This is an optimization exercise on Yosys and OpenROAD, whose aim is small area and a short achievable clock period, not a production implementation. Where RTL was checked, it was by simulation tests only, not by an equivalence proof against the original. Function not checked in runs 1, 6 and 7: the RTL went through the layout flow alone. Power and IR drop assume default switching activity.

--- flow/design.v ---
module Small_Alu(x, y, swap, dxy, dyx);
  input [30:0] x, y;
  output swap;
  output [5:0] dxy, dyx;
  wire [7:0] ex = x[30:23], ey = y[30:23];
  wire [7:0] exe = {ex[7:1], ex[0] | ~|ex};
  wire [7:0] eye = {ey[7:1], ey[0] | ~|ey};
  wire [7:0] a = exe - eye;
  wire [7:0] b = eye - exe;
  assign swap = x < y;
  assign dxy = {|a[7:5], a[4:0]};
  assign dyx = {|b[7:5], b[4:0]};
endmodule
module Mux_2(x, y, en, out);
  input [30:0] x, y;
  input en;
  output [30:0] out;
  assign out = en ? x : y;
endmodule
module Mux_3(x, y, en, out);
  input [30:0] x, y;
  input en;
  output [30:0] out;
  assign out = en ? y : x;
endmodule
module Shift_Right(d, m, outp);
  input [5:0] d;    
  input [23:0] m;
  output [26:0] outp;
  reg [25:0] al;
  reg st;
  always @(*) begin
    al = {m, 2'b00};
    st = 1'b0;
    if (d[5]) begin
      st = |m;
      al = 26'd0;
    end else begin
      if (d[4]) begin st = st | (|al[15:0]); al = al >> 16; end
      if (d[3]) begin st = st | (|al[7:0]);  al = al >> 8;  end
      if (d[2]) begin st = st | (|al[3:0]);  al = al >> 4;  end
      if (d[1]) begin st = st | (|al[1:0]);  al = al >> 2;  end
      if (d[0]) begin st = st | al[0];       al = al >> 1;  end
    end
  end
  assign outp = {al, st};
endmodule
module Big_Alu(sub, a, b, outp);
  input sub;
  input [23:0] a;
  input [26:0] b;
  output [27:0] outp;
  wire [26:0] A = {a, 3'b000};
  wire [26:0] B = b ^ {27{sub}};
  reg [27:0] g, p;
  reg [27:0] G, P;
  integer i, k;
  always @(*) begin
    g[0] = sub; p[0] = 1'b0;
    for (i = 0; i < 27; i = i + 1) begin
      g[i+1] = A[i] & B[i];
      p[i+1] = A[i] ^ B[i];
    end
    G = g; P = p;
    for (k = 1; k < 28; k = k * 2)
      for (i = 2*k - 1; i < 28; i = i + 2*k) begin
        G[i] = G[i] | (P[i] & G[i-k]);
        P[i] = P[i] & P[i-k];
      end
    for (k = 8; k >= 1; k = k / 2)
      for (i = 3*k - 1; i < 28; i = i + 2*k) begin
        G[i] = G[i] | (P[i] & G[i-k]);
        P[i] = P[i] & P[i-k];
      end
  end
  wire [26:0] s = p[27:1] ^ G[26:0];
  wire cout = g[27] | (p[27] & G[26]);
  assign outp = {cout ^ sub, s};
endmodule
module Control(s, eb, sh, zero);
  input [27:0] s;
  input [7:0] eb;
  output [4:0] sh;
  output zero;
  reg [4:0] lz;
  reg found;
  integer i;
  always @(*) begin
    lz = 5'd28;
    found = 1'b0;
    for (i = 27; i >= 0; i = i - 1)
      if (!found && s[i]) begin
        lz = 27 - i;
        found = 1'b1;
      end
  end
  assign zero = ~|s;
  assign sh = ({3'd0, lz} < eb) ? lz : eb[4:0];
endmodule
module Incre_Decre(eb, sh, e);
  input [7:0] eb;
  input [4:0] sh;
  output [7:0] e;
  assign e = eb + 8'd1 - {3'd0, sh};
endmodule
module Shift_Left_Right(s, sh, out);
  input [27:0] s;
  input [4:0] sh;
  output [25:0] out;
  wire [27:0] t = s << sh;
  assign out = {t[27:3], |t[2:0]};
endmodule
module Rounding(sign, t, e, spec, nan, result, overflow);
  input sign;
  input [25:0] t;        
  input [7:0] e;
  input spec, nan;
  output [31:0] result;
  output overflow;
  wire up = t[1] & (t[2] | t[0]);
  wire [31:0] pk = {1'b0, (t[25] ? e : 8'd0), t[24:2]} + {31'd0, up};
  wire ovf = pk[31] | (&pk[30:23]);
  assign overflow = ~spec & ovf;
  assign result = spec ? (nan ? 32'h7fc00000 : {sign, 8'hff, 23'd0}) :
                  ovf ? {sign, 8'hff, 23'd0} : {sign, pk[30:0]};
endmodule
module Floating_Point_Addition(clk, reset, in_valid, x, y, out_valid, result, overflow);
input clk, reset;
input in_valid;
input [31:0] x, y;
output out_valid;
output [31:0] result;
output overflow;
reg [5:0] valid;
always @(posedge clk) begin
  if (!reset) valid <= 0;
  else valid <= {valid[4:0], in_valid};
end
assign out_valid = valid[5];
wire swap_w;
wire [5:0] dxy_w, dyx_w;
Small_Alu u_small_alu(.x(x[30:0]), .y(y[30:0]), .swap(swap_w), .dxy(dxy_w), .dyx(dyx_w));
reg [31:0] x0, y0;
reg swap0;
reg [5:0] dxy0, dyx0;
always @(posedge clk) begin
  x0 <= x; y0 <= y; swap0 <= swap_w; dxy0 <= dxy_w; dyx0 <= dyx_w;
end
wire [30:0] big, sml;
Mux_3 u_mux_3(.x(x0[30:0]), .y(y0[30:0]), .en(swap0), .out(big));
Mux_2 u_mux_2(.x(x0[30:0]), .y(y0[30:0]), .en(swap0), .out(sml));
wire hb = |big[30:23];
wire hs = |sml[30:23];
wire [5:0] d = swap0 ? dyx0 : dxy0;
wire [26:0] al_w;
Shift_Right u_shift_right(.d(d), .m({hs, sml[22:0]}), .outp(al_w));
wire sx = &x0[30:23], sy = &y0[30:23];
wire sub_w = x0[31] ^ y0[31];
wire nan_w = (sx & (|x0[22:0])) | (sy & (|y0[22:0])) | (sx & sy & sub_w);
reg [23:0] mb1;
reg [26:0] ms1;
reg [7:0] eb1;
reg sign1, sub1, spec1, nan1;
always @(posedge clk) begin
  mb1 <= {hb, big[22:0]};
  ms1 <= al_w;
  eb1 <= {big[30:24], big[23] | ~hb};
  sign1 <= swap0 ? y0[31] : x0[31];
  sub1 <= sub_w;
  spec1 <= sx | sy;
  nan1 <= nan_w;
end
wire [27:0] sum_w;
Big_Alu u_big_alu(.sub(sub1), .a(mb1), .b(ms1), .outp(sum_w));
reg [27:0] s2;
reg [7:0] eb2;
reg sign2, sub2, spec2, nan2;
always @(posedge clk) begin
  s2 <= sum_w; eb2 <= eb1; sign2 <= sign1; sub2 <= sub1; spec2 <= spec1; nan2 <= nan1;
end
wire [4:0] sh_w;
wire zero_w;
Control u_control(.s(s2), .eb(eb2), .sh(sh_w), .zero(zero_w));
reg [27:0] s3;
reg [4:0] sh3;
reg [7:0] eb3;
reg sign3, spec3, nan3;
always @(posedge clk) begin
  s3 <= s2; sh3 <= sh_w; eb3 <= eb2; sign3 <= sign2 & ~(sub2 & zero_w); spec3 <= spec2; nan3 <= nan2;
end
wire [25:0] t_w;
wire [7:0] e_w;
Shift_Left_Right u_shift_left_right(.s(s3), .sh(sh3), .out(t_w));
Incre_Decre u_incre_decre(.eb(eb3), .sh(sh3), .e(e_w));
reg [25:0] t4;
reg [7:0] e4;
reg sign4, spec4, nan4;
always @(posedge clk) begin
  t4 <= t_w; e4 <= e_w; sign4 <= sign3; spec4 <= spec3; nan4 <= nan3;
end
wire [31:0] res_w;
wire ovf_w;
Rounding u_rounding(.sign(sign4), .t(t4), .e(e4), .spec(spec4), .nan(nan4),
  .result(res_w), .overflow(ovf_w));
reg [31:0] result;
reg overflow;
always @(posedge clk) begin
  result <= res_w;
  overflow <= ovf_w;
end
endmodule
--- flow/flow/run.sh ---
#!/bin/bash
# Standard layout, with two changes to how it is optimised:
#  - the port buffers are buf_2 cells instead of the resizer's default pick
#  - repair_timing aims for a setup margin so that paths are sized for a
#    shorter period than the 13 ns constraint (the SDC is unchanged)
set -euo pipefail
export BUFFER_PORTS_ARGS="-buffer_cell sky130_fd_sc_hd__buf_2"
export SETUP_SLACK_MARGIN=9.4
bash standard.sh > standard.log 2>&1
--- flow/standard.sh ---
#!/bin/bash
# synth_recipe.tcl (not shown) runs the flow's synth.tcl, then flattens the netlist and writes it again
# the make line also repeats each setting of config.mk as NAME=value (left out here)
make -C /OpenROAD-flow-scripts/flow DESIGN_CONFIG=/design/flow/config.mk WORK_HOME=/design/flow/orfs CLKGATE_MAP_FILE= SYNTH_SCRIPT=/design/flow/synth_recipe.tcl "${@:-finish}"
--- flow/config.mk ---
export PLATFORM = sky130hd
export DESIGN_NAME = Floating_Point_Addition
export DESIGN_NICKNAME = Floating_Point_Addition
export VERILOG_FILES = /design/flow/design.v
export SDC_FILE = /design/flow/constraint.sdc
export NUM_CORES = 4
export LEC_CHECK = 0
export ABC_CLOCK_PERIOD_IN_PS = 3500
export CAP_MARGIN = 20
export CORE_MARGIN = 2
export CORE_UTILIZATION = 40
export SLEW_MARGIN = 20
--- flow/constraint.sdc ---
create_clock -name core_clock -period 13.0 [get_ports {clk}]
set_input_delay 2.6000 -clock core_clock [delete_from_list [all_inputs] [get_ports {clk}]]
set_output_delay 2.6000 -clock core_clock [all_outputs]
set_load 0.01 [all_outputs]
==> results of run 1 <==
cell usage after synthesis (5+ instances only):
| library cell | number | area [um^2] |
|---|---|---|
| dfxtp_1 | 299 | 5990 |
| nand2_1 | 118 | 443 |
| inv_1 | 115 | 432 |
| nor2_1 | 108 | 405 |
| ha_1 | 78 | 976 |
| a21oi_1 | 71 | 355 |
| mux2i_1 | 62 | 621 |
| mux2_2 | 51 | 574 |
| o21ai_0 | 48 | 240 |
| xor2_1 | 47 | 412 |
| nand3_1 | 38 | 190 |
| xnor2_1 | 37 | 324 |
| clkbuf_1 | 32 | 120 |
| a211oi_1 | 28 | 210 |
| nand4_1 | 27 | 169 |
| nor3_1 | 22 | 110 |
| nor4_1 | 19 | 119 |
| o22ai_1 | 18 | 113 |
| a21o_1 | 17 | 128 |
| a31oi_1 | 16 | 100 |
| fa_1 | 16 | 320 |
| and2_1 | 15 | 93.8 |
| and3_1 | 13 | 81.3 |
| buf_2 | 12 | 60.1 |
| o21bai_1 | 12 | 90.1 |
| mux4_2 | 11 | 248 |
| o31ai_1 | 11 | 82.6 |
| nor2b_1 | 10 | 62.6 |
| o211ai_1 | 9 | 67.6 |
| nand2b_1 | 8 | 50.1 |
| o21a_1 | 7 | 52.6 |
| a31o_2 | 5 | 43.8 |
| and4_1 | 5 | 43.8 |
| buf_1 | 5 | 18.8 |
| buf_4 | 5 | 37.5 |
kinds of logic after synthesis:
kind of cell               synth area share
muxes                                 0.105
AOI/OAI and AO/OA                     0.131
DFF                                   0.427
adders and majority gates            0.0924
xor gates and xnor gates             0.0524
and+or+nand+nor                       0.143
buffers and inverters                0.0498
cell usage in the layout (no fill, tap or decap), types with 20 or more instances in the layout:
cell       count
a211oi_1      25
buf_2         87
nor3_1        20
xnor2_1       37
ha_1          73
o21ai_0       46
inv_1        109
dfxtp_1      290
nand4_1       27
mux2i_1       61
nand3_1       38
mux2_2        51
a21oi_1       69
nand2_1      117
nor2_1       108
buf_4         27
xor2_1        45
clkbuf_16     31
what timing repair did:
action,CTS,global route
setup buffers,9,13
cloned,1,0
hold buffers,0,0
setup endpoints to repair,40,44
resized for setup,39,32
pin swaps,27,23
per-stage QoR:
step / util / worst slack, ns
3_5_place_dp: 0.434 / 8.34
2_1_floorplan: - / 8.69
4_1_cts: 0.473 / 9.10
6_report: 0.481 / 9.07
3_3_place_gp: 0.434 / 8.37
5_1_grt: 0.481 / 8.97
worst paths after layout:
| kind | start | endpoint | cells after the start |
|---|---|---|---|
| setup / recovery | y[29] | dyx0[5]$_DFF_P_ | 13 |
| hold / removal | spec2$_DFF_P_ | spec3$_DFF_P_ | 0 |
| setup reg to reg | sub1$_DFF_P_ | s2[26]$_DFF_P_ | 15 |
| hold reg to reg | spec2$_DFF_P_ | spec3$_DFF_P_ | 0 |
power breakdown:
group	internal [mW]	switching (mW)	leakage, nW
combinational	0.548	0.649	4.27
sequential	1.17	0.189	2.51
clock	0.570	0.368	0.544
total	2.28	1.21	7.32
state kept, by name (all words and copies together), names as in the netlist, 5 cells and up:
name    count
ms1        27
mb1        24
eb2         8
e4          8
sh3         5
result     32
eb1         8
eb3         8
x0         32
s2         28
valid       6
t4         26
y0         32
s3         28
dxy0        5
dyx0        6
final cells by class:
type / instances / area, um^2 / share of cell area
Tap cell: 455 / 569 / 0.0343
Multi-Input combinational cell: 993 / 7560 / 0.455
Inverter: 117 / 447 / 0.0269
Timing Repair Buffer: 133 / 911 / 0.0548
Clock buffer: 38 / 852 / 0.0513
Sequential cell: 299 / 6000 / 0.361
Clock inverter: 18 / 264 / 0.0159
worst max-delay path: cells and delay by family:
kind                       cells  cell delay (ns)
buffers and inverters          3             0.21
adders and majority gates      2             0.51
and+or+nand+nor                3             0.47
AOI/OAI and AO/OA              5             0.60
layer usage:
layer | GRT usage | vias to the layer above | share of wire | wire, um
met3 | 0.0235 | 65 | 0.034 | 1090
met5 | 0 | - | 0 | 0
met4 | 0.0592 | 0 | 0.032 | 1010
met1 | 0.204 | 4793 | 0.44 | 13900
met2 | 0.309 | 182 | 0.50 | 15800
li1 | - | 5352 | - | -
==> summary.txt, run 1 <==
Slowest cell on crit path fa_2; Bufs on Longest Clock Path 3; DRC violations left 0; total of warnings raised by yosys 4; via count 10400; Req. time, crit path 13.46 ns; drt first pass iters 5; pins over their slew limit 0; Placed Area 15000 um^2; vias in the first global route 10000; Root Driver clkbuf_16; largest net degree at the start of global routing 74; post-detail-place hpwl 24500 um; CP Cell Sequence buf_8 > nor4_4 > nand2_1 > nand2_2 > inv_2 > ha_4 > fa_2 > inv_2 > a21oi_2 > o21bai_2 > o21ai_1 > a21oi_1 > o22ai_1; Pwr Density 210 nW/um^2; Avg Cell Area, Syn 9.58 um^2; final antenna-violating net count 0; RePlAce Congestion 0.898; post-layout min period 3.93 ns; RSZ-0062 raised after global routing yes; fin nets 1736; P&R area growth vs syn 18.3%; Worst Setup Start Kind input port; DR WL/cell 15.5 um; GRT overflow 0; worst skew pair latency 0.58 ns; hold slack 0.327 ns; Post-Layout Cell Count 2053; Num Clock Sinks 299; TritonCTS buffer count 31; clk_skew 0.0330 ns; critical path arrival 4.39 ns; Yosys reg bits 299; initial antenna violation count 0; Synth Flop Type dfxtp_1; WL final 31900 um; Setup TNS Final 0 ns; synthesized area 14000 um^2; CORE AREA 34500 um^2; Die X 191 um; Synth async-reset ratio 0; dpl cells 1974; Pleak 7.32 nW; clock tree from TritonCTS done; 1st-iter DRT viols 465; Starting Density 0.406; I/O pin cnt 101; Setup-failing EPs final 0; Fillers 3327; Post-synth EDFFs 0; R2R setup slack 9.48 ns; max incr delay on CP 0.35 ns; worst-margin pin slew 0.682 ns; Final Cell Area 16600 um^2; # H-tree levels 1; FMAX 0.254 GHz; Mapped Cells 1465; maxcap violations 0; ant diodes 0; Mapped Nets 1626; clk slew on worst S/H paths 0.06 ns; total power 3.49 mW; Rel. slew slack 0.545; gr usage total 0.170; status timing/DRC/antenna clean; maximum fanout along the worst path 3; height of the die 191 um; via/cell ratio 5.06; layout cells sized above 1 0.202; critical path type input port to register; Tcrit/Tclk final 0.302; crit end category register; Max VDD drop 0.125 mV; Hold Crit Class register to register; first-pass GRT wire length 50400 um; post-synthesis sequential area ratio 0.427; most frequent CP cell inv_2; row count 68; final hold vios 0; post-synth cell types 80; PortBufs 100; die area 36600 um^2
==> run 2, diff against run 1 <==
--- a/flow/design.v
+++ b/flow/design.v
@@ -1,14 +1,14 @@
-module Small_Alu(x, y, swap, dxy, dyx);
+module Small_Alu(x, y, swap, dxy, dyx, hx, hy);
   input [30:0] x, y;
   output swap;
   output [5:0] dxy, dyx;
-  wire [7:0] ex = x[30:23], ey = y[30:23];
-  wire [7:0] exe = {ex[7:1], ex[0] | ~|ex};
-  wire [7:0] eye = {ey[7:1], ey[0] | ~|ey};
-  wire [7:0] a = exe - eye;
-  wire [7:0] b = eye - exe;
+  output hx, hy;
+  wire [7:0] a = x[30:23] - y[30:23];
+  wire [7:0] b = y[30:23] - x[30:23];
   assign swap = x < y;
   assign dxy = {|a[7:5], a[4:0]};
   assign dyx = {|b[7:5], b[4:0]};
+  assign hx = |x[30:23];
+  assign hy = |y[30:23];
 endmodule
 module Mux_2(x, y, en, out);
@@ -138,21 +138,23 @@
 end
 assign out_valid = valid[5];
-wire swap_w;
+wire swap_w, hx_w, hy_w;
 wire [5:0] dxy_w, dyx_w;
-Small_Alu u_small_alu(.x(x[30:0]), .y(y[30:0]), .swap(swap_w), .dxy(dxy_w), .dyx(dyx_w));
+Small_Alu u_small_alu(.x(x[30:0]), .y(y[30:0]), .swap(swap_w), .dxy(dxy_w), .dyx(dyx_w),
+  .hx(hx_w), .hy(hy_w));
 reg [31:0] x0, y0;
-reg swap0;
+reg swap0, hx0, hy0;
 reg [5:0] dxy0, dyx0;
 always @(posedge clk) begin
-  x0 <= x; y0 <= y; swap0 <= swap_w; dxy0 <= dxy_w; dyx0 <= dyx_w;
+  x0 <= x; y0 <= y; swap0 <= swap_w; dxy0 <= dxy_w; dyx0 <= dyx_w; hx0 <= hx_w; hy0 <= hy_w;
 end
 wire [30:0] big, sml;
 Mux_3 u_mux_3(.x(x0[30:0]), .y(y0[30:0]), .en(swap0), .out(big));
 Mux_2 u_mux_2(.x(x0[30:0]), .y(y0[30:0]), .en(swap0), .out(sml));
-wire hb = |big[30:23];
-wire hs = |sml[30:23];
+wire hb = swap0 ? hy0 : hx0;
+wire hs = swap0 ? hx0 : hy0;
 wire [5:0] d = swap0 ? dyx0 : dxy0;
+wire [23:0] ms = (hs | ~hb) ? {hs, sml[22:0]} : {sml[22:0], 1'b0};
 wire [26:0] al_w;
-Shift_Right u_shift_right(.d(d), .m({hs, sml[22:0]}), .outp(al_w));
+Shift_Right u_shift_right(.d(d), .m(ms), .outp(al_w));
 wire sx = &x0[30:23], sy = &y0[30:23];
 wire sub_w = x0[31] ^ y0[31];
--- a/flow/config.mk
+++ b/flow/config.mk
@@ -10,3 +10,5 @@
 export CORE_MARGIN = 2
 export CORE_UTILIZATION = 40
+export CTS_CLUSTER_DIAMETER = 60
+export CTS_CLUSTER_SIZE = 40
 export SLEW_MARGIN = 20
==> run 2 against run 1 <==
Compared with the run above: still clean; count of clock-buffer cells in the layout down 7; cell area up 2.7%; cell count up 4.3%; synthesized cell count up 7.0%; setup slack better by 0.30 ns; register-to-register slack better by 0.02 ns; sequential share of layout area down 0.69 points; critical path type unchanged.
==> summary.txt, run 2 <==
R2R setup slack 9.50 ns; row count 70; top sig layer met4; hold_buf cts 0; synthesized area 14700 um^2; maximum fanout along the worst path 2; post-synthesis sequential area ratio 0.410; most common cell in the netlist dfxtp_1; WL met1 17200 um; Hold Startpoint eb1[0]$_DFF_P_; hold path depth 0; worst-margin pin slew 0.686 ns; via count 11300; Req. time, crit path 13.49 ns; Mapped Cells 1567; Setup TNS Final 0 ns; Root Driver clkbuf_16; post-synth top area share 0.410; post-synth cell types 78; vias in the first global route 10900; drt first pass iters 5; Num Clock Sinks 301; Starting Density 0.404; met2 WL 17900 um; Post-synth EDFFs 0; Max VDD drop 0.101 mV; TritonCTS buffer count 27; gr usage total 0.191; critical path arrival 4.12 ns; clk_skew 0.0198 ns; # H-tree levels 1; pins over their slew limit 0; most instantiated cells after synthesis 301 x dfxtp_1, 117 x nor2_1, 114 x inv_1; 1st-iter DRT viols 582; commonest non-fill, non-tap cells in the layout 288 x dfxtp_1, 117 x nor2_1, 108 x inv_1; total of warnings raised by yosys 4; clk slew on worst S/H paths 0.08 ns; WL final 37600 um; final core utilization 0.468; hold endpoint eb2[0]$_DFF_P_; Rel. slew slack 0.531; Bufs on Longest Clock Path 3; hold slack 0.329 ns; clock tree from TritonCTS done; Synth area leader dfxtp_1; DRC violations left 0; Reg2Reg Depth 13; GRT overflow 0; RePlAce Congestion 0.898; Avg Cell Area, Syn 9.39 um^2; Multi-input gate area 8200 um^2; RSZ-0062 raised after global routing yes; met3 WL 1450 um; first-pass GRT wire length 58600 um; Synth Flop Type dfxtp_1; maxcap violations 0; initial antenna violation count 2; PortBufs 100; Yosys reg bits 301; fin nets 1813; Die X 196 um; post-detail-place hpwl 29200 um; Synth async-reset ratio 0; FMAX 0.275 GHz; via/cell ratio 5.29; Hold Crit Class register to register; Setup-failing EPs final 0; Tcrit/Tclk final 0.280; final hold vios 0; reg2reg end s2[27]$_DFF_P_; Pwr Density 206 nW/um^2; crit end category register; post-layout min period 3.63 ns; Pleak 7.35 nW; most common cell after layout, fill and taps aside dfxtp_1; sequential cell area 6050 um^2; critical path type input port to register; Fillers 3500; Top Registers result (32), x0 (32), y0 (32); main area contributors after synthesis dfxtp_1 41%, ha_1 6.6%, mux2_2 4.6%, mux2i_1 4.4%, nor2_1 3.0%; DR WL/cell 17.6 um; I/O pin cnt 101; die area 38300 um^2; reg2reg start sub1$_DFF_P_; layout cells sized above 1 0.192; Mapped Nets 1727; status timing/DRC/antenna clean; largest net degree at the start of global routing 58; height of the die 196 um; ant diodes 0; P&R area growth vs syn 16.0%; worst skew pair latency 0.57 ns; final antenna-violating net count 0; CORE AREA 36400 um^2; Worst Setup Start Kind input port
## run 2: cell count changes after synthesis, sizes merged, moves of 8 or more
cell,delta
a21oi,+15
a31oi,-9
mux2,+10
nand2,-13
nand2b,+12
nor2,+9
nor3,+29
o22ai,+8
## run 2: what timing repair did
item                                    in CTS  in global routing
endpoints found under the setup margin      50                 47
gates resized for setup                     40                 40
pin swaps                                   11                 25
buffers inserted                             3                  7
cloned                                       0                  1
## run 2: worst max path at each step
stage	startpoint	to	depth (start not counted)
after floorplan	x[23]	dxy0[5]$_DFF_P_	10
after global placement	x[2]	swap0$_DFF_P_	9
after detailed placement	x[2]	swap0$_DFF_P_	9
after CTS	result[23]$_SDFF_PP1_	result[23]	1
after global routing	result[23]$_SDFF_PP1_	result[23]	1
final	x[2]	swap0$_DFF_P_	9
## run 2: power by group
part / switching [mW] / internal, mW
clock: 0.399 / 0.437
sequential: 0.211 / 1.18
combinational: 0.713 / 0.574
total: 1.32 / 2.19
## run 2: cell families after synthesis
kind of cell	share of synthesized area
simple gates	0.157
xor+xnor	0.0470
mux	0.108
compound gates	0.139
fa+ha+maj	0.0873
flops	0.410
buf+inv	0.0518
## run 2: worst max-delay path, stage by stage
cell	delay (ns)
buf_2	0.12
ha_4	0.25
a21oi_4	0.13
o21ai_2	0.08
a21oi_2	0.16
o21a_1	0.17
o21ai_2	0.06
a2111o_1	0.42
a31oi_1	0.12
## run 2: layout make-up
class,instances,share of cell area
multi-input combinational,1082,0.481
sequential,301,0.354
timing repair buffer,124,0.0477
clock buffer,31,0.0435
tap,468,0.0343
inverter,117,0.0269
clock inverter,19,0.0125
## run 2: through the flow
stage | std cells | power, mW | setup slack, ns | area, um^2
6_report | 2142 | 3.51 | 9.37 | 17100
5_1_grt | 2142 | 3.75 | 9.35 | 17100
4_1_cts | 2134 | 3.51 | 9.36 | 16800
3_5_place_dp | 2081 | 2.64 | 8.63 | 15700
3_3_place_gp | 2081 | 2.63 | 8.66 | 15700
2_1_floorplan | 1567 | 2.26 | 9.01 | 14800
## run 2: layer usage
metal,vias up,global-route usage
met5,-,0
met2,269,0.323
met1,5314,0.253
li1,5699,-
met4,0,0.0671
met3,54,0.0225
==> run 3, diff against run 2 <==
--- a/flow/flow/run.sh
+++ b/flow/flow/run.sh
@@ -6,4 +6,4 @@
 set -euo pipefail
 export BUFFER_PORTS_ARGS="-buffer_cell sky130_fd_sc_hd__buf_2"
-export SETUP_SLACK_MARGIN=9.4
+export SETUP_SLACK_MARGIN=9.7
 bash standard.sh > standard.log 2>&1
==> run 3 against run 2 <==
Compared with the run above: still clean; hold slack gained 0.0036 ns; setup slack gained 0.0048 ns; combinational power is essentially flat; power grew 1.1%; global-route usage grew 0.75 points; non-clock buffer count grew 10; synthesized cell count is the same; die area is the same; register-to-register slack gained 0.15 ns; critical path type is now register to primary output; critical endpoint is now result[11].
==> summary.txt, run 3 <==
final core utilization 0.474; hold slack 0.333 ns; total of warnings raised by yosys 4; via/cell ratio 5.35; max incr delay on CP 0.33 ns; dpl cells 2078; TritonCTS buffer count 26; pins over their slew limit 0; Yosys reg bits 301; Avg Cell Area, Syn 9.39 um^2; clk_skew 0.0438 ns; first-pass GRT wire length 60300 um; Tcrit/Tclk final 0.279; fin nets 1822; Buf/Inv on CP 1; Rel. slew slack 0.519; clock tree from TritonCTS done; Fillers 3473; most instantiated cells after synthesis 301 x dfxtp_1, 117 x nor2_1, 114 x inv_1; drt first pass iters 7; final hold vios 0; Worst Setup Start Kind register; maximum fanout along the worst path 1; Post-synth EDFFs 0; post-synth cell types 78; initial antenna violation count 2; Mapped Nets 1727; RePlAce Congestion 0.895; clk slew on worst S/H paths 0.09 ns; Post-Layout Cell Count 2150; total power 3.55 mW; layout cells sized above 1 0.202; main area contributors after synthesis dfxtp_1 41%, ha_1 6.6%, mux2_2 4.6%, mux2i_1 4.4%, nor2_1 3.0%; Setup TNS Final 0 ns; I/O pin cnt 101; P&R area growth vs syn 17.4%; GRT overflow 0; final antenna-violating net count 0; vias in the first global route 11300; critical path type register to primary output; Num Clock Sinks 301; FMAX 0.276 GHz; Slowest cell on crit path dfxtp_2; Bufs on Longest Clock Path 3; via count 11500; DR WL/cell 17.9 um; status timing/DRC/antenna clean; Pleak 7.42 nW; DRC violations left 0; worst skew pair latency 0.59 ns; WL final 38600 um; largest net degree at the start of global routing 59; RSZ-0062 raised after global routing yes; post-synth top area share 0.410; 1st-iter DRT viols 668; Setup-failing EPs final 0; height of the die 196 um; PortBufs 100; Die X 196 um; worst-margin pin slew 0.704 ns; maxcap violations 0; sequential cell area 6040 um^2; CORE AREA 36400 um^2; synthesized area 14700 um^2; Synth area leader dfxtp_1; die area 38300 um^2; Req. time, crit path 10.40 ns; Synth Flop Type dfxtp_1; most common cell after layout, fill and taps aside dfxtp_1; Max VDD drop 0.0897 mV; gr usage total 0.198; Starting Density 0.404; CP Cell Sequence buf_6; ant diodes 0; # H-tree levels 1; crit end category primary output; Mapped Cells 1567; Top Registers result (32), x0 (32), y0 (32); Pwr Density 206 nW/um^2; post-detail-place hpwl 29600 um; Hold Crit Class register to register; commonest non-fill, non-tap cells in the layout 290 x dfxtp_1, 117 x nor2_1, 106 x inv_1, 106 x nand2_1, 87 x buf_2; post-layout min period 3.63 ns; most common cell in the netlist dfxtp_1; critical path arrival 1.03 ns; Top delay family on crit path flip-flops; row count 70; Synth async-reset ratio 0; Multi-input gate area 8300 um^2; Root Driver clkbuf_16; post-synthesis sequential area ratio 0.410
run 3: cell counts after synthesis:
Identical to the previous run, type by type.
run 3: layout make-up:
cell class,instances,share of cell area
multi-input cells,1082,0.480
clock inverters,22,0.0180
flip-flops and latches,301,0.350
well taps,468,0.0339
clock buffers,26,0.0377
inverters,117,0.0270
repair buffers,134,0.0530
run 3: what timing repair did:
action / 4_1_cts / 5_1_grt
resized for setup: 63 / 33
hold buffers: 0 / 0
setup buffers: 14 / 10
setup endpoints to repair: 70 / 47
pin swaps: 34 / 14
run 3: per-stage QoR:
stage / setup WS, ns / instance area [um^2]
after global placement: 8.63 / 15700
final: 9.37 / 17300
after global routing: 9.26 / 17300
after detailed placement: 8.59 / 15700
after CTS: 9.34 / 17000
after floorplan: 9.02 / 14900
run 3: path summary, 6_finish.rpt:
kind | slack [ns] | depth (start not counted) | start | to
worst max-delay path | 9.37 | 1 | result[11]$_SDFF_PP0_ | result[11]
worst min-delay path | 0.33 | 0 | spec1$_DFF_P_ | spec2$_DFF_P_
worst max register to register | 9.65 | 13 | sub1$_DFF_P_ | s2[26]$_DFF_P_
worst min register to register | 0.33 | 0 | spec1$_DFF_P_ | spec2$_DFF_P_
run 3: layer usage:
metal	vias to the layer above	wire length (um)	global-route usage
met5	-	0	0
met4	0	1260	0.0774
met3	61	1450	0.0237
met2	235	18400	0.337
met1	5470	17500	0.259
li1	5739	-	-
run 3: kinds of logic after synthesis:
| family | Yosys count | share of synthesized area |
|---|---|---|
| flops | 301 | 0.410 |
| buf+inv | 184 | 0.0518 |
| fa+ha+maj | 93 | 0.0873 |
| simple gates | 460 | 0.157 |
| mux | 137 | 0.108 |
| compound gates | 313 | 0.139 |
| xor+xnor | 79 | 0.0470 |
run 3: power by group:
group	switching, mW	internal, mW
clock	0.420	0.425
sequential	0.217	1.18
combinational	0.727	0.585
==> run 4, diff against run 3 <==
--- a/flow/flow/run.sh
+++ b/flow/flow/run.sh
@@ -6,4 +6,4 @@
 set -euo pipefail
 export BUFFER_PORTS_ARGS="-buffer_cell sky130_fd_sc_hd__buf_2"
-export SETUP_SLACK_MARGIN=9.7
+export SETUP_SLACK_MARGIN=9.4
 bash standard.sh > standard.log 2>&1
--- a/flow/config.mk
+++ b/flow/config.mk
@@ -6,5 +6,5 @@
 export NUM_CORES = 4
 export LEC_CHECK = 0
-export ABC_CLOCK_PERIOD_IN_PS = 3500
+export ABC_AREA = 1
 export CAP_MARGIN = 20
 export CORE_MARGIN = 2
==> run 4 against run 3 <==
Compared with the run above: critical endpoint is now result[18]; global-route usage is 2.1 points lower; routed wire length is 13% lower; clock skew is 0.030 ns lower; still clean on timing, DRC and antenna; die area is 2.1% lower; non-clock buffer count is 27 lower; via count is 2.1% higher; critical path type unchanged; cell count is 12% higher.
==> summary.txt, run 4 <==
fin nets 2090; clock tree from TritonCTS done; Synth Flop Type dfxtp_1; die area 37500 um^2; Avg Cell Area, Syn 7.74 um^2; row count 69; GRT overflow 0; total of warnings raised by yosys 4; pins over their slew limit 0; Mapped Cells 1861; worst-margin pin slew 1.01 ns; ant diodes 0; largest net degree at the start of global routing 103; Worst Setup Start Kind register; clk_skew 0.0142 ns; Hold Crit Class register to register; height of the die 194 um; PortBufs 100; Buf/Inv on CP 1; Critical Path Stages 1; FMAX 0.277 GHz; Reg2Reg Depth 15; initial antenna violation count 0; Fillers 3571; synthesized area 14400 um^2; Top delay family on crit path flip-flops; hold_buf cts 0; drt first pass iters 5; Tcrit/Tclk final 0.278; Placed Area 15200 um^2; post-synth top area share 0.418; Max VDD drop 0.118 mV; maximum fanout along the worst path 1; WL final 33600 um; max incr delay on CP 0.32 ns; Synth area leader dfxtp_1; CP Cell Sequence buf_6; most instantiated cells after synthesis 399 x nand2_1, 301 x dfxtp_1, 234 x inv_1; I/O pin cnt 101; Bufs on Longest Clock Path 3; critical path arrival 1.01 ns; Synth async-reset ratio 0; vias in the first global route 11100; Setup-failing EPs final 0; Die X 194 um; DRC violations left 0; main area contributors after synthesis dfxtp_1 42%, nand2_1 10%, ha_1 6.7%, inv_1 6.1%, o21ai_0 4.9%; final hold vios 0; Critical path origin result[18]$_SDFF_PP0_; P&R area growth vs syn 14.0%; critical path type register to primary output; clk slew on worst S/H paths 0.07 ns; crit end category primary output; via/cell ratio 4.87; Setup TNS Final 0 ns; post-synthesis sequential area ratio 0.418; Pwr Density 213 nW/um^2; RSZ-0062 raised after global routing yes; via count 11800; Top Registers result (32), x0 (32), y0 (32); RePlAce Congestion 0.905; Post-synth EDFFs 0; maxcap violations 0; Starting Density 0.406; Root Driver clkbuf_16; Pleak 7.80 nW; most common cell after layout, fill and taps aside nand2_1; 1st-iter DRT viols 667; CORE AREA 35500 um^2; post-layout min period 3.61 ns; reg2reg start sub1$_DFF_P_; Rel. slew slack 0.325; TritonCTS buffer count 28; Final Cell Area 16400 um^2; Mapped Nets 2021; hold slack 0.329 ns; commonest non-fill, non-tap cells in the layout 398 x nand2_1, 290 x dfxtp_1, 232 x inv_1; worst skew pair latency 0.58 ns; first-pass GRT wire length 55100 um; gr usage total 0.177; R2R setup slack 9.66 ns; Slowest cell on crit path dfxtp_2; post-detail-place hpwl 27300 um; status timing/DRC/antenna clean; Yosys reg bits 301; layout cells sized above 1 0.119; DR WL/cell 13.9 um; post-synth cell types 55; Num Clock Sinks 301; # H-tree levels 1; most common cell in the netlist nand2_1; final antenna-violating net count 0; Setup crit end result[18]; reg2reg end s2[26]$_DFF_P_; Req. time, crit path 10.40 ns
## run 4: changes by cell type in the layout (fill, tap and decap cells not counted), moves of 19 or more
cell,before,now
nand2b_1,19,0
a211oi_1,25,3
mux2_2,59,0
nor3_1,51,26
mux2i_1,60,14
inv_1,106,232
o21ai_0,46,140
a21oi_1,79,46
nand2_1,106,398
o21ai_1,5,56
buf_4,27,7
nand3_1,31,70
## run 4: worst min-delay path by stage
| stage | startpoint | slack (ns) | end | depth (start not counted) |
|---|---|---|---|---|
| after floorplan | eb1[0]$_DFF_P_ | 0.31 | eb2[0]$_DFF_P_ | 0 |
| after global placement | spec3$_DFF_P_ | 0.31 | spec4$_DFF_P_ | 0 |
| after detailed placement | eb1[1]$_DFF_P_ | 0.31 | eb2[1]$_DFF_P_ | 0 |
| after CTS | eb1[3]$_DFF_P_ | 0.33 | eb2[3]$_DFF_P_ | 0 |
| after global routing | spec3$_DFF_P_ | 0.33 | spec4$_DFF_P_ | 0 |
| final | spec3$_DFF_P_ | 0.33 | spec4$_DFF_P_ | 0 |
## run 4: what timing repair did
item | 4_1_cts | 5_1_grt
gates resized for setup | 9 | 35
cloned | 0 | 0
pin swaps | 1 | 6
buffers inserted | 0 | 2
endpoints found under the setup margin | 38 | 67
## run 4: per-stage QoR
stage	total power, mW	util	cells	setup slack (ns)
finish	3.50	0.463	2412	9.39
global route	3.80	0.463	2412	9.33
CTS	3.51	0.459	2410	9.35
detailed placement	2.64	0.429	2359	8.71
global placement	2.63	0.429	2359	8.76
floorplan	2.29	-	1861	9.06
## run 4: area by class of cell
cell class                      instances  area, um^2  area share
Clock buffer                           31         742      0.0452
Multi-Input combinational cell       1249        7230       0.441
Inverter                              243         921      0.0561
Sequential cell                       301        6040       0.368
Tap cell                              461         577      0.0351
Timing Repair Buffer                  107         634      0.0386
Clock inverter                         20         270      0.0165
## run 4: where the power goes
group          leakage [nW]  switching [mW]  total [mW]  internal (mW)
Clock                 0.472           0.398       0.854          0.455
Combinational          4.80           0.784        1.27          0.483
Sequential             2.53           0.182        1.38           1.20
Total                  7.80            1.36        3.50           2.14
## run 4: kinds of logic (layout without fill, tap and decap cells)
family                   count (synthesis)  count (layout)  synth area share
multiplexers                            14              14           0.00973
XOR/XNOR                                82              82            0.0499
AND/OR/NAND/NOR                        731             731             0.221
adder cells (fa/ha/maj)                 93              93            0.0892
buffers and inverters                  311             401            0.0859
flip-flops                             301             301             0.418
AO/OA/AOI/OAI                          329             329             0.126
## run 4: per-layer routing
metal  up-vias  track usage  routed length (um)
met1      5297        0.224               15100
met5         -            0                   0
met4         0       0.0483                 636
met3        40       0.0217                1290
met2       220        0.317               16600
li1       6193            -                   -
==> run 5, diff against run 4 <==
--- a/flow/config.mk
+++ b/flow/config.mk
@@ -6,9 +6,7 @@
 export NUM_CORES = 4
 export LEC_CHECK = 0
-export ABC_AREA = 1
+export ABC_CLOCK_PERIOD_IN_PS = 3500
 export CAP_MARGIN = 20
 export CORE_MARGIN = 2
 export CORE_UTILIZATION = 40
-export CTS_CLUSTER_DIAMETER = 60
-export CTS_CLUSTER_SIZE = 40
 export SLEW_MARGIN = 20
==> run 5 against run 4 <==
Compared with the run above: clock power is 16% higher; power is 5.0% higher; largest power group unchanged; flip-flop and latch count is the same; cell area grew 5.6%; setup slack lost 0.034 ns; via count shrank 2.4%; register-to-register slack got worse by 0.15 ns; critical endpoint is now swap0$_DFF_P_.
==> summary.txt, run 5 <==
main combinational cell family by area after synthesis simple AND/OR/NAND/NOR gates; WL final 37900 um; GRT overflow 0; met1 GRT Util 0.251; post-synthesis sequential area ratio 0.410; ant diodes 0; fin nets 1821; mux cell area share after synthesis 0.108; Setup-failing EPs final 0; clk slew on worst S/H paths 0.06 ns; Req. time, crit path 13.41 ns; total of warnings raised by yosys 4; PortBufs 100; 1st-iter DRT viols 586; post-synth cell types 78; largest net degree at the start of global routing 58; Synth Area in Simple Gates 0.157; Setup TNS Final 0 ns; main area contributors after synthesis dfxtp_1 41%, ha_1 6.6%, mux2_2 4.6%, mux2i_1 4.4%, nor2_1 3.0%; layout cells sized above 1 0.198; Top Registers result (32), x0 (32), y0 (32); Rel. slew slack 0.534; post-layout worst setup margin 9.36 ns; TritonCTS buffer count 34; worst skew pair latency 0.54 ns; Mapped Nets 1727; post-synth top area share 0.410; Pwr Density 212 nW/um^2; Synth area leader dfxtp_1; via/cell ratio 5.32; routing usage on met3 0.0316; Die X 196 um; Starting Density 0.404; XOR/XNOR Fraction of Synth Area 0.0470; row count 70; Avg Cell Area, Syn 9.39 um^2; maximum fanout along the worst path 8; initial antenna violation count 1; Root Driver clkbuf_16; worst slack, placed 8.63 ns; FMAX 0.275 GHz; maxcap violations 0; critical path arrival 4.05 ns; Synth Flop Type dfxtp_1; Yosys reg bits 301; P&R area growth vs syn 17.8%; Top Usage Layer GRT met2; gr usage total 0.195; drt first pass iters 7; Worst Setup Start Kind input port; first-pass GRT wire length 59100 um; die area 38300 um^2; Fillers 3464; post-detail-place hpwl 29200 um; commonest non-fill, non-tap cells in the layout 287 x dfxtp_1, 117 x nor2_1, 106 x inv_1, 106 x nand2_1, 83 x buf_2; post-layout min period 3.64 ns; final antenna-violating net count 0; clock tree from TritonCTS done; worst-margin pin slew 0.696 ns; I/O pin cnt 101; Post-synth EDFFs 0; status timing/DRC/antenna clean; height of the die 196 um; DRC violations left 0; Num Clock Sinks 301; crit end category register; RSZ-0062 raised after global routing yes; Pleak 7.47 nW; most common cell in the netlist dfxtp_1; synthesized area 14700 um^2; final hold vios 0; Synth Area in Compound Gates 0.139; met2 Resource Use GR 0.328; RePlAce Congestion 0.898; Hold Crit Class register to register; CORE AREA 36400 um^2; Tcrit/Tclk final 0.280; Max VDD drop 0.0928 mV; most common cell after layout, fill and taps aside dfxtp_1; hold slack 0.324 ns; pins over their slew limit 0; Synth async-reset ratio 0; clk_skew 0.0186 ns; total power 3.67 mW; DR WL/cell 17.6 um; area share of fa/ha/maj cells after synthesis 0.0873; Mapped Cells 1567; Bufs on Longest Clock Path 3; via count 11500; vias in the first global route 11000; # H-tree levels 2; most instantiated cells after synthesis 301 x dfxtp_1, 117 x nor2_1, 114 x inv_1; critical path type input port to register
-- run 5: changes by cell type in the layout (fill, tap and decap cells not counted), sizes merged, moves of 17 or more --
cell and change:
o21ai -149, nand2b +20, nor3 +22, and2 +18
buf +17, nor2 -33, nand2 -299, a211oi +23
a21oi +36, mux2i +51, nor2b +17, mux2 +61
nand3 -40, inv -130
-- run 5: layer usage --
layer	routed length, um	vias to the layer above
li1	-	5718
met1	17000	5424
met2	18100	258
met3	1580	68
met4	1250	0
met5	0	-
-- run 5: final timing paths --
path                        from  depth (start not counted)  slack, ns              to
hold reg to reg   eb1[7]$_DFF_P_                          0       0.32  eb2[7]$_DFF_P_
setup / recovery           y[28]                          6       9.36   swap0$_DFF_P_
setup reg to reg    sub1$_DFF_P_                         13       9.51  s2[27]$_DFF_P_
hold / removal    eb1[7]$_DFF_P_                          0       0.32  eb2[7]$_DFF_P_
-- run 5: logic make-up (layout without fill, tap and decap cells) --
| group | Yosys count | count (layout) |
|---|---|---|
| compound gates | 313 | 313 |
| xor+xnor | 79 | 79 |
| fa+ha+maj | 93 | 93 |
| buf+inv | 184 | 304 |
| flops | 301 | 301 |
| mux | 137 | 137 |
| simple gates | 460 | 460 |
-- run 5: what timing repair did --
| action | 4_1_cts | 5_1_grt |
|---|---|---|
| setup endpoints to repair | 28 | 34 |
| buffers inserted | 3 | 8 |
| gates cloned | 0 | 1 |
| gates resized for setup | 38 | 55 |
| hold buffers | 0 | 0 |
| pin swaps | 9 | 26 |
-- run 5: metrics by stage --
step                      instances   util  instance area [um^2]
after CTS                      2146  0.467                 17000
after global routing           2155  0.476                 17300
after floorplan                1567      -                 14800
final                          2155  0.476                 17300
after global placement         2081  0.430                 15700
after detailed placement       2081  0.430                 15700
-- run 5: area by class of cell --
type	count	area, um^2	area share
multi-input cells	1082	8210	0.474
flip-flops and latches	301	6050	0.349
clock buffers	46	967	0.0558
repair buffers	125	842	0.0486
well taps	468	586	0.0338
inverters	117	462	0.0266
clock inverters	16	219	0.0126
-- run 5: critical path, stage by stage --
cell and delay (ns):
buf_2 0.13, inv_1 0.05, ha_1 0.41, nand4_1 0.20, nor4_1 0.52, a31oi_1 0.14
-- run 5: report_power, final --
group,leakage (nW),total (mW),internal [mW],switching (mW)
Sequential,2.52,1.39,1.18,0.213
Clock,0.577,0.993,0.608,0.385
Combinational,4.37,1.29,0.576,0.711
==> run 6, diff against run 5 <==
--- a/flow/design.v
+++ b/flow/design.v
@@ -1,14 +1,9 @@
-module Small_Alu(x, y, swap, dxy, dyx, hx, hy);
+module Small_Alu(x, y, swap);
   input [30:0] x, y;
   output swap;
-  output [5:0] dxy, dyx;
-  output hx, hy;
-  wire [7:0] a = x[30:23] - y[30:23];
-  wire [7:0] b = y[30:23] - x[30:23];
-  assign swap = x < y;
-  assign dxy = {|a[7:5], a[4:0]};
-  assign dyx = {|b[7:5], b[4:0]};
-  assign hx = |x[30:23];
-  assign hy = |y[30:23];
+  wire elt = x[30:23] < y[30:23];
+  wire eeq = x[30:23] == y[30:23];
+  wire mlt = x[22:0] < y[22:0];
+  assign swap = elt | (eeq & mlt);
 endmodule
 module Mux_2(x, y, en, out);
@@ -33,14 +28,10 @@
     al = {m, 2'b00};
     st = 1'b0;
-    if (d[5]) begin
-      st = |m;
-      al = 26'd0;
-    end else begin
-      if (d[4]) begin st = st | (|al[15:0]); al = al >> 16; end
-      if (d[3]) begin st = st | (|al[7:0]);  al = al >> 8;  end
-      if (d[2]) begin st = st | (|al[3:0]);  al = al >> 4;  end
-      if (d[1]) begin st = st | (|al[1:0]);  al = al >> 2;  end
-      if (d[0]) begin st = st | al[0];       al = al >> 1;  end
-    end
+    if (d[0]) begin st = st | al[0];         al = al >> 1;  end
+    if (d[1]) begin st = st | (|al[1:0]);   al = al >> 2;  end
+    if (d[2]) begin st = st | (|al[3:0]);   al = al >> 4;  end
+    if (d[3]) begin st = st | (|al[7:0]);   al = al >> 8;  end
+    if (d[4]) begin st = st | (|al[15:0]);  al = al >> 16; end
+    if (d[5]) begin st = |m; al = 26'd0; end
   end
   assign outp = {al, st};
@@ -104,4 +95,15 @@
   assign e = eb + 8'd1 - {3'd0, sh};
 endmodule
+module Exp_Diff(ex, ey, swap, d);
+  input [7:0] ex, ey;
+  input swap;
+  output [5:0] d;
+  wire [7:0] exe = {ex[7:1], ex[0] | ~|ex};
+  wire [7:0] eye = {ey[7:1], ey[0] | ~|ey};
+  wire [7:0] a = exe - eye;
+  wire [7:0] b = eye - exe;
+  wire [7:0] m = swap ? b : a;
+  assign d = {|m[7:5], m[4:0]};
+endmodule
 module Shift_Left_Right(s, sh, out);
   input [27:0] s;
@@ -138,23 +140,20 @@
 end
 assign out_valid = valid[5];
-wire swap_w, hx_w, hy_w;
-wire [5:0] dxy_w, dyx_w;
-Small_Alu u_small_alu(.x(x[30:0]), .y(y[30:0]), .swap(swap_w), .dxy(dxy_w), .dyx(dyx_w),
-  .hx(hx_w), .hy(hy_w));
+wire swap_w;
+Small_Alu u_small_alu(.x(x[30:0]), .y(y[30:0]), .swap(swap_w));
 reg [31:0] x0, y0;
-reg swap0, hx0, hy0;
-reg [5:0] dxy0, dyx0;
-always @(posedge clk) begin
-  x0 <= x; y0 <= y; swap0 <= swap_w; dxy0 <= dxy_w; dyx0 <= dyx_w; hx0 <= hx_w; hy0 <= hy_w;
+reg swap0;
+always @(posedge clk) begin
+  x0 <= x; y0 <= y; swap0 <= swap_w;
 end
 wire [30:0] big, sml;
 Mux_3 u_mux_3(.x(x0[30:0]), .y(y0[30:0]), .en(swap0), .out(big));
 Mux_2 u_mux_2(.x(x0[30:0]), .y(y0[30:0]), .en(swap0), .out(sml));
-wire hb = swap0 ? hy0 : hx0;
-wire hs = swap0 ? hx0 : hy0;
-wire [5:0] d = swap0 ? dyx0 : dxy0;
-wire [23:0] ms = (hs | ~hb) ? {hs, sml[22:0]} : {sml[22:0], 1'b0};
+wire hb = |big[30:23];
+wire hs = |sml[30:23];
+wire [5:0] d;
+Exp_Diff u_exp_diff(.ex(x0[30:23]), .ey(y0[30:23]), .swap(swap0), .d(d));
 wire [26:0] al_w;
-Shift_Right u_shift_right(.d(d), .m(ms), .outp(al_w));
+Shift_Right u_shift_right(.d(d), .m({hs, sml[22:0]}), .outp(al_w));
 wire sx = &x0[30:23], sy = &y0[30:23];
 wire sub_w = x0[31] ^ y0[31];
==> run 6 against run 5 <==
Compared with the run above: cell area is 0.11% higher; largest cell class unchanged; core utilization is 2.5 points higher; critical endpoint is now ms1[0]$_DFF_P_; highest routed layer unchanged; routed wire length is 11% lower; still clean.
==> summary.txt, run 6 <==
status timing/DRC/antenna clean; die area 36800 um^2; Buf/Inv on CP 2; Max VDD drop 0.115 mV; Top delay family on crit path simple AND/OR/NAND/NOR gates; hold path depth 0; height of the die 192 um; Final Cell Area 17400 um^2; Synth Flop Type dfxtp_1; most instantiated cells after synthesis 288 x dfxtp_1, 132 x nor2_1, 120 x inv_1; 1st-iter DRT viols 704; row count 68; Yosys reg bits 288; Worst Setup Start Kind register; DR WL/cell 16.1 um; final core utilization 0.501; Rel. slew slack 0.423; P&R area growth vs syn 23.0%; total power 3.56 mW; final hold vios 0; # H-tree levels 1; main area contributors after synthesis dfxtp_1 41%, ha_1 7.4%, mux2i_1 5.9%, nor2_1 3.5%, mux2_2 3.4%; Tcrit/Tclk final 0.313; worst-margin pin slew 0.865 ns; clock network power share 0.249; Pwr Density 205 nW/um^2; hold slack 0.325 ns; Die X 192 um; via/cell ratio 5.26; sequential share of power 0.376; Mapped Cells 1490; dpl cells 1994; Hold Crit Class register to register; critical path type register to register; Mapped Nets 1657; WL final 33900 um; Setup-failing EPs final 0; clk slew on worst S/H paths 0.06 ns; critical path arrival 4.50 ns; Synth async-reset ratio 0; drt first pass iters 5; fin nets 1799; vias in the first global route 10600; commonest non-fill, non-tap cells in the layout 273 x dfxtp_1, 116 x inv_1, 111 x nor2_1; final antenna-violating net count 0; FMAX 0.246 GHz; clk_skew 0.00933 ns; gr usage total 0.181; maximum fanout along the worst path 6; CP Cell Sequence or4_4 > or4_1 > nand2b_1 > ha_2 > inv_2 > fa_2 > buf_6 > or2_4 > o22ai_1 > nor3_1 > a21oi_1 > mux2i_2 > nand4_1 > nor3_1 > a21oi_1; Num Clock Sinks 288; initial antenna violation count 0; post-synthesis sequential area ratio 0.409; Multi-input gate area 8290 um^2; largest net degree at the start of global routing 70; Post-synth EDFFs 0; Pleak 7.63 nW; via count 11100; Bufs on Longest Clock Path 3; Reg2Reg Depth 15; TritonCTS buffer count 31; Placed Area 15100 um^2; cell-internal power 2.30 mW; Slowest cell on crit path fa_2; I/O pin cnt 101; post-synth cell types 77; Top Registers result (32), x0 (32), y0 (32); Fillers 3190; Psw 1.26 mW; PortBufs 100; post-layout worst setup margin 8.93 ns; Synth area leader dfxtp_1; post-detail-place hpwl 25400 um; RePlAce Congestion 0.903; ant diodes 0; CORE AREA 34600 um^2; GRT overflow 0; total of warnings raised by yosys 4; DRC violations left 0; worst slack, placed 8.54 ns; max incr delay on CP 0.67 ns; layout cells sized above 1 0.245; most common cell in the netlist dfxtp_1; first-pass GRT wire length 54000 um; Post-Layout Cell Count 2110; pins over their slew limit 0; synthesized area 14100 um^2; worst skew pair latency 0.56 ns; most common cell after layout, fill and taps aside dfxtp_1; Net Sw Frac 0.355; clock tree from TritonCTS done; maxcap violations 0; RSZ-0062 raised after global routing yes; Req. time, crit path 13.43 ns; crit end category register; sequential cell area 5790 um^2; Root Driver clkbuf_16; Logic pwr share 0.375; post-synth top area share 0.409; Setup TNS Final 0 ns; Critical Path Stages 15; post-layout min period 4.07 ns; Avg Cell Area, Syn 9.47 um^2; Starting Density 0.408
==> run 6: cell types whose count changed after synthesis, moves of 11 or more <==
| cell | previous run | this run |
|---|---|---|
| o21ai_0 | 51 | 40 |
| nor3_1 | 52 | 26 |
| a21oi_1 | 87 | 59 |
| mux2_2 | 60 | 42 |
| nor2_1 | 117 | 132 |
| dfxtp_1 | 301 | 288 |
| a31oi_1 | 8 | 20 |
| mux2i_1 | 65 | 83 |
| o22ai_1 | 26 | 38 |
==> run 6: cell families after synthesis <==
group           share of synthesized area
mux                                 0.115
fa+ha+maj                          0.0972
xor+xnor                           0.0501
buf+inv                            0.0505
flops                               0.409
simple gates                        0.156
compound gates                      0.123
==> run 6: final timing paths <==
kind | startpoint | endpoint | slack, ns
worst max-delay path | y0[26]$_DFF_P_ | ms1[0]$_DFF_P_ | 8.93
worst min-delay path | nan2$_DFF_P_ | nan3$_DFF_P_ | 0.33
worst max register to register | y0[26]$_DFF_P_ | ms1[0]$_DFF_P_ | 8.93
worst min register to register | nan2$_DFF_P_ | nan3$_DFF_P_ | 0.33
==> run 6: what timing repair did <==
item | 4_1_cts | 5_1_grt
hold buffers | 0 | 0
pin swaps | 21 | 31
setup endpoints to repair | 100 | 72
gates resized for setup | 89 | 74
gates cloned | 5 | 1
buffers inserted | 31 | 23
==> run 6: metal layers <==
metal / GRT usage / part of all wire / up-vias
li1: - / - / 5504
met1: 0.230 / 0.44 / 5211
met2: 0.317 / 0.48 / 300
met3: 0.0248 / 0.045 / 79
met4: 0.0598 / 0.031 / 0
met5: 0 / 0 / -
==> run 6: power by group through the flow <==
stage | clock network (mW) | registers [mW] | logic [mW]
floorplan | 0 | 1.30 | 0.884
finish | 0.886 | 1.34 | 1.34
global route | 0.943 | 1.37 | 1.48
global placement | 0 | 1.34 | 1.17
detailed placement | 0 | 1.35 | 1.17
CTS | 0.911 | 1.33 | 1.27
==> run 6: area by class of cell <==
class | instances | area share
clock buffers | 42 | 0.0500
clock inverters | 14 | 0.0108
inverters | 121 | 0.0265
multi-input cells | 1027 | 0.478
flip-flops and latches | 288 | 0.334
well taps | 455 | 0.0328
repair buffers | 163 | 0.0686
==> run 7, diff against run 6 <==
--- a/flow/config.mk
+++ b/flow/config.mk
@@ -10,3 +10,4 @@
 export CORE_MARGIN = 2
 export CORE_UTILIZATION = 40
+export CTS_BUF_LIST = sky130_fd_sc_hd__clkbuf_8
 export SLEW_MARGIN = 20
==> run 7 against run 6 <==
Compared with the run above: first-iteration DRC count decreased by 4.7%; largest power group unchanged; cell area decreased by 0.79%; setup slack improved by 0.19 ns; flip-flop and latch count unchanged; global-route usage increased by 0.35 points; still clean; area after synthesis unchanged; die area unchanged; clock skew increased by 0.011 ns; count of clock-buffer cells in the layout increased by 19; power decreased by 1.3%; synthesized cell count unchanged.
==> summary.txt, run 7 <==
XOR/XNOR Fraction of Synth Area 0.0501; worst skew pair latency 0.60 ns; GRT overflow 0; Pleak 7.66 nW; vias in the first global route 10700; Pwr Density 204 nW/um^2; gr usage total 0.185; final antenna-violating net count 0; Reg2Reg Depth 16; Post-synth EDFFs 0; # H-tree levels 2; area share of fa/ha/maj cells after synthesis 0.0972; final hold vios 0; hold_buf cts 0; CORE AREA 34600 um^2; Bufs on Longest Clock Path 3; row count 68; post-layout worst setup margin 9.12 ns; TritonCTS buffer count 47; via/cell ratio 5.20; critical path type register to register; synthesized area 14100 um^2; most common cell after layout, fill and taps aside dfxtp_1; pins over their slew limit 0; CP Cell Sequence or4_4 > or4_1 > nand2b_1 > ha_2 > inv_2 > fa_2 > buf_4 > or2_4 > o22ai_1 > nor2_1 > nand2_1 > a21boi_1 > mux2i_1 > nand3_1 > nor4_2 > a21oi_1; Max VDD drop 0.104 mV; post-synth cell types 77; Avg Cell Area, Syn 9.47 um^2; clock tree from TritonCTS done; drt first pass iters 5; reg2reg start y0[24]$_DFF_P_; post-synth top area share 0.409; initial antenna violation count 0; clk_skew 0.0205 ns; maxcap violations 0; Num Clock Sinks 288; Synth area leader dfxtp_1; RePlAce Congestion 0.903; critical path arrival 4.36 ns; crit end category register; most instantiated cells after synthesis 288 x dfxtp_1, 132 x nor2_1, 120 x inv_1; P&R area growth vs syn 22.0%; most common cell in the netlist dfxtp_1; total of warnings raised by yosys 4; Synth Area in Compound Gates 0.123; WL final 34100 um; worst-margin pin slew 0.871 ns; Worst Setup Start Kind register; Synth async-reset ratio 0; status timing/DRC/antenna clean; Rel. slew slack 0.420; post-detail-place hpwl 25400 um; Mapped Cells 1490; worst slack, placed 8.54 ns; clk slew on worst S/H paths 0.06 ns; ant diodes 0; main combinational cell family by area after synthesis simple AND/OR/NAND/NOR gates; layout cells sized above 1 0.251; Tcrit/Tclk final 0.299; Synth Area in Simple Gates 0.156; Starting Density 0.408; maximum fanout along the worst path 6; commonest non-fill, non-tap cells in the layout 273 x dfxtp_1, 125 x inv_1, 121 x nor2_1; die area 36800 um^2; Setup TNS Final 0 ns; Buf/Inv on CP 2; Hold Crit Class register to register; I/O pin cnt 101; largest net degree at the start of global routing 70; Hold Startpoint nan2$_DFF_P_; DR WL/cell 16.0 um; 1st-iter DRT viols 671; Root Driver clkbuf_8; Setup-failing EPs final 0; FMAX 0.258 GHz; via count 11100; DRC violations left 0; Req. time, crit path 13.47 ns; Synth Flop Type dfxtp_1; RSZ-0062 raised after global routing yes; Critical path origin y0[24]$_DFF_P_; Top delay family on crit path simple AND/OR/NAND/NOR gates; height of the die 192 um; post-synthesis sequential area ratio 0.409; mux cell area share after synthesis 0.115; PortBufs 100; hold path depth 0; Yosys reg bits 288; fin nets 1813; Top Registers result (32), x0 (32), y0 (32); Mapped Nets 1657; main area contributors after synthesis dfxtp_1 41%, ha_1 7.4%, mux2i_1 5.9%, nor2_1 3.5%, mux2_2 3.4%; Critical Path Stages 16; Die X 192 um; max incr delay on CP 0.61 ns; post-layout min period 3.88 ns; Slowest cell on crit path fa_2; first-pass GRT wire length 54300 um
## run 7: cell counts after synthesis
No cell type changed its count.
## run 7: cells by family after synthesis
group / after synthesis
muxes: 141
AOI/OAI and AO/OA: 263
DFF: 288
adders and majority gates: 100
and+or+nand+nor: 439
buffers and inverters: 180
xor gates and xnor gates: 79
## run 7: where the power goes
part	internal (mW)	switching (mW)	total [mW]	leakage, nW
sequential	1.13	0.207	1.34	2.41
clock	0.502	0.355	0.857	0.577
combinational	0.615	0.705	1.32	4.67
total	2.25	1.27	3.51	7.66
## run 7: metal layers
layer	vias to the layer above	GRT usage	wire, um
li1	5550	-	-
met1	5209	0.229	15100
met2	271	0.314	16300
met3	74	0.0393	1590
met4	0	0.0713	1120
met5	-	0	0
## run 7: per-stage QoR
stage,hold slack [ns],utilization,total power [mW],cell area (um^2),std cells
floorplan,0.310,-,2.19,14300,1490
global placement,0.311,0.435,2.51,15100,1994
detailed placement,0.312,0.435,2.52,15100,1994
CTS,0.326,0.483,3.47,16700,2109
global route,0.336,0.497,3.75,17200,2136
finish,0.325,0.497,3.51,17200,2136
## run 7: path summary, 6_finish.rpt
kind                    endpoint  slack [ns]
setup / recovery  ms1[0]$_DFF_P_        9.12
hold reg to reg     nan3$_DFF_P_        0.33
hold / removal      nan3$_DFF_P_        0.33
setup reg to reg  ms1[0]$_DFF_P_        9.12
## run 7: timing repair
action                                 in CTS  in global routing
pin swaps                                  15                 26
endpoints found under the hold margin       0                  0
setup buffers                              26                 26
resized for setup                          73                 63
gates cloned                                5                  1
setup endpoints to repair                  99                 74
## run 7: area by class of cell
cell class | count | area (um^2)
Clock inverter | 23 | 215
Fill cell | 3232 | 17400
Timing Repair Buffer | 161 | 1100
Inverter | 121 | 459
Tap cell | 455 | 569
Clock buffer | 61 | 840
Multi-Input combinational cell | 1027 | 8240
Sequential cell | 288 | 5790

static timing again, ports no longer ideal:
No port has a modelled driver above. Below, the same layouts with a new extraction and two added sets of constraints.
Step 1 sets driving cells, clkbuf_16 on the clock port and buf_2 on the other inputs (assumed; they add their load-dependent delay and slew).
Step 2 moves the port delays by t, midway between the first and last clock arrival at a register: inputs arrive t later, outputs are due t later. That takes back most of the time a late clock gives input paths.
a / b / c = no drivers / after step 1 / after step 2; a / b = the first two.
run | shift t [ns] | setup WS [ns] | worst setup path after step 2 | worst data-port slew with drivers (ns)
run 1 | 0.623 | 9.068 / 9.084 / 8.461 | input to register | 0.07
run 2 | 0.609 | 9.366 / 9.346 / 8.783 | input to register | 0.06
run 3 | 0.619 | 9.371 / 9.316 / 8.775 | input to register | 0.07
run 4 | 0.625 | 9.392 / 9.339 / 8.827 | input to register | 0.04
run 5 | 0.581 | 9.358 / 9.372 / 8.792 | input to register | 0.07
run 6 | 0.609 | 8.930 / 8.930 / 8.608 | input to register | 0.03
run 7 | 0.645 | 9.119 / 9.119 / 8.611 | input to register | 0.03
After both steps setup and hold are still met in every run listed. The setup slack of run 1, which loses most, moves by +0.016 ns with the drivers and by -0.607 ns with both steps.
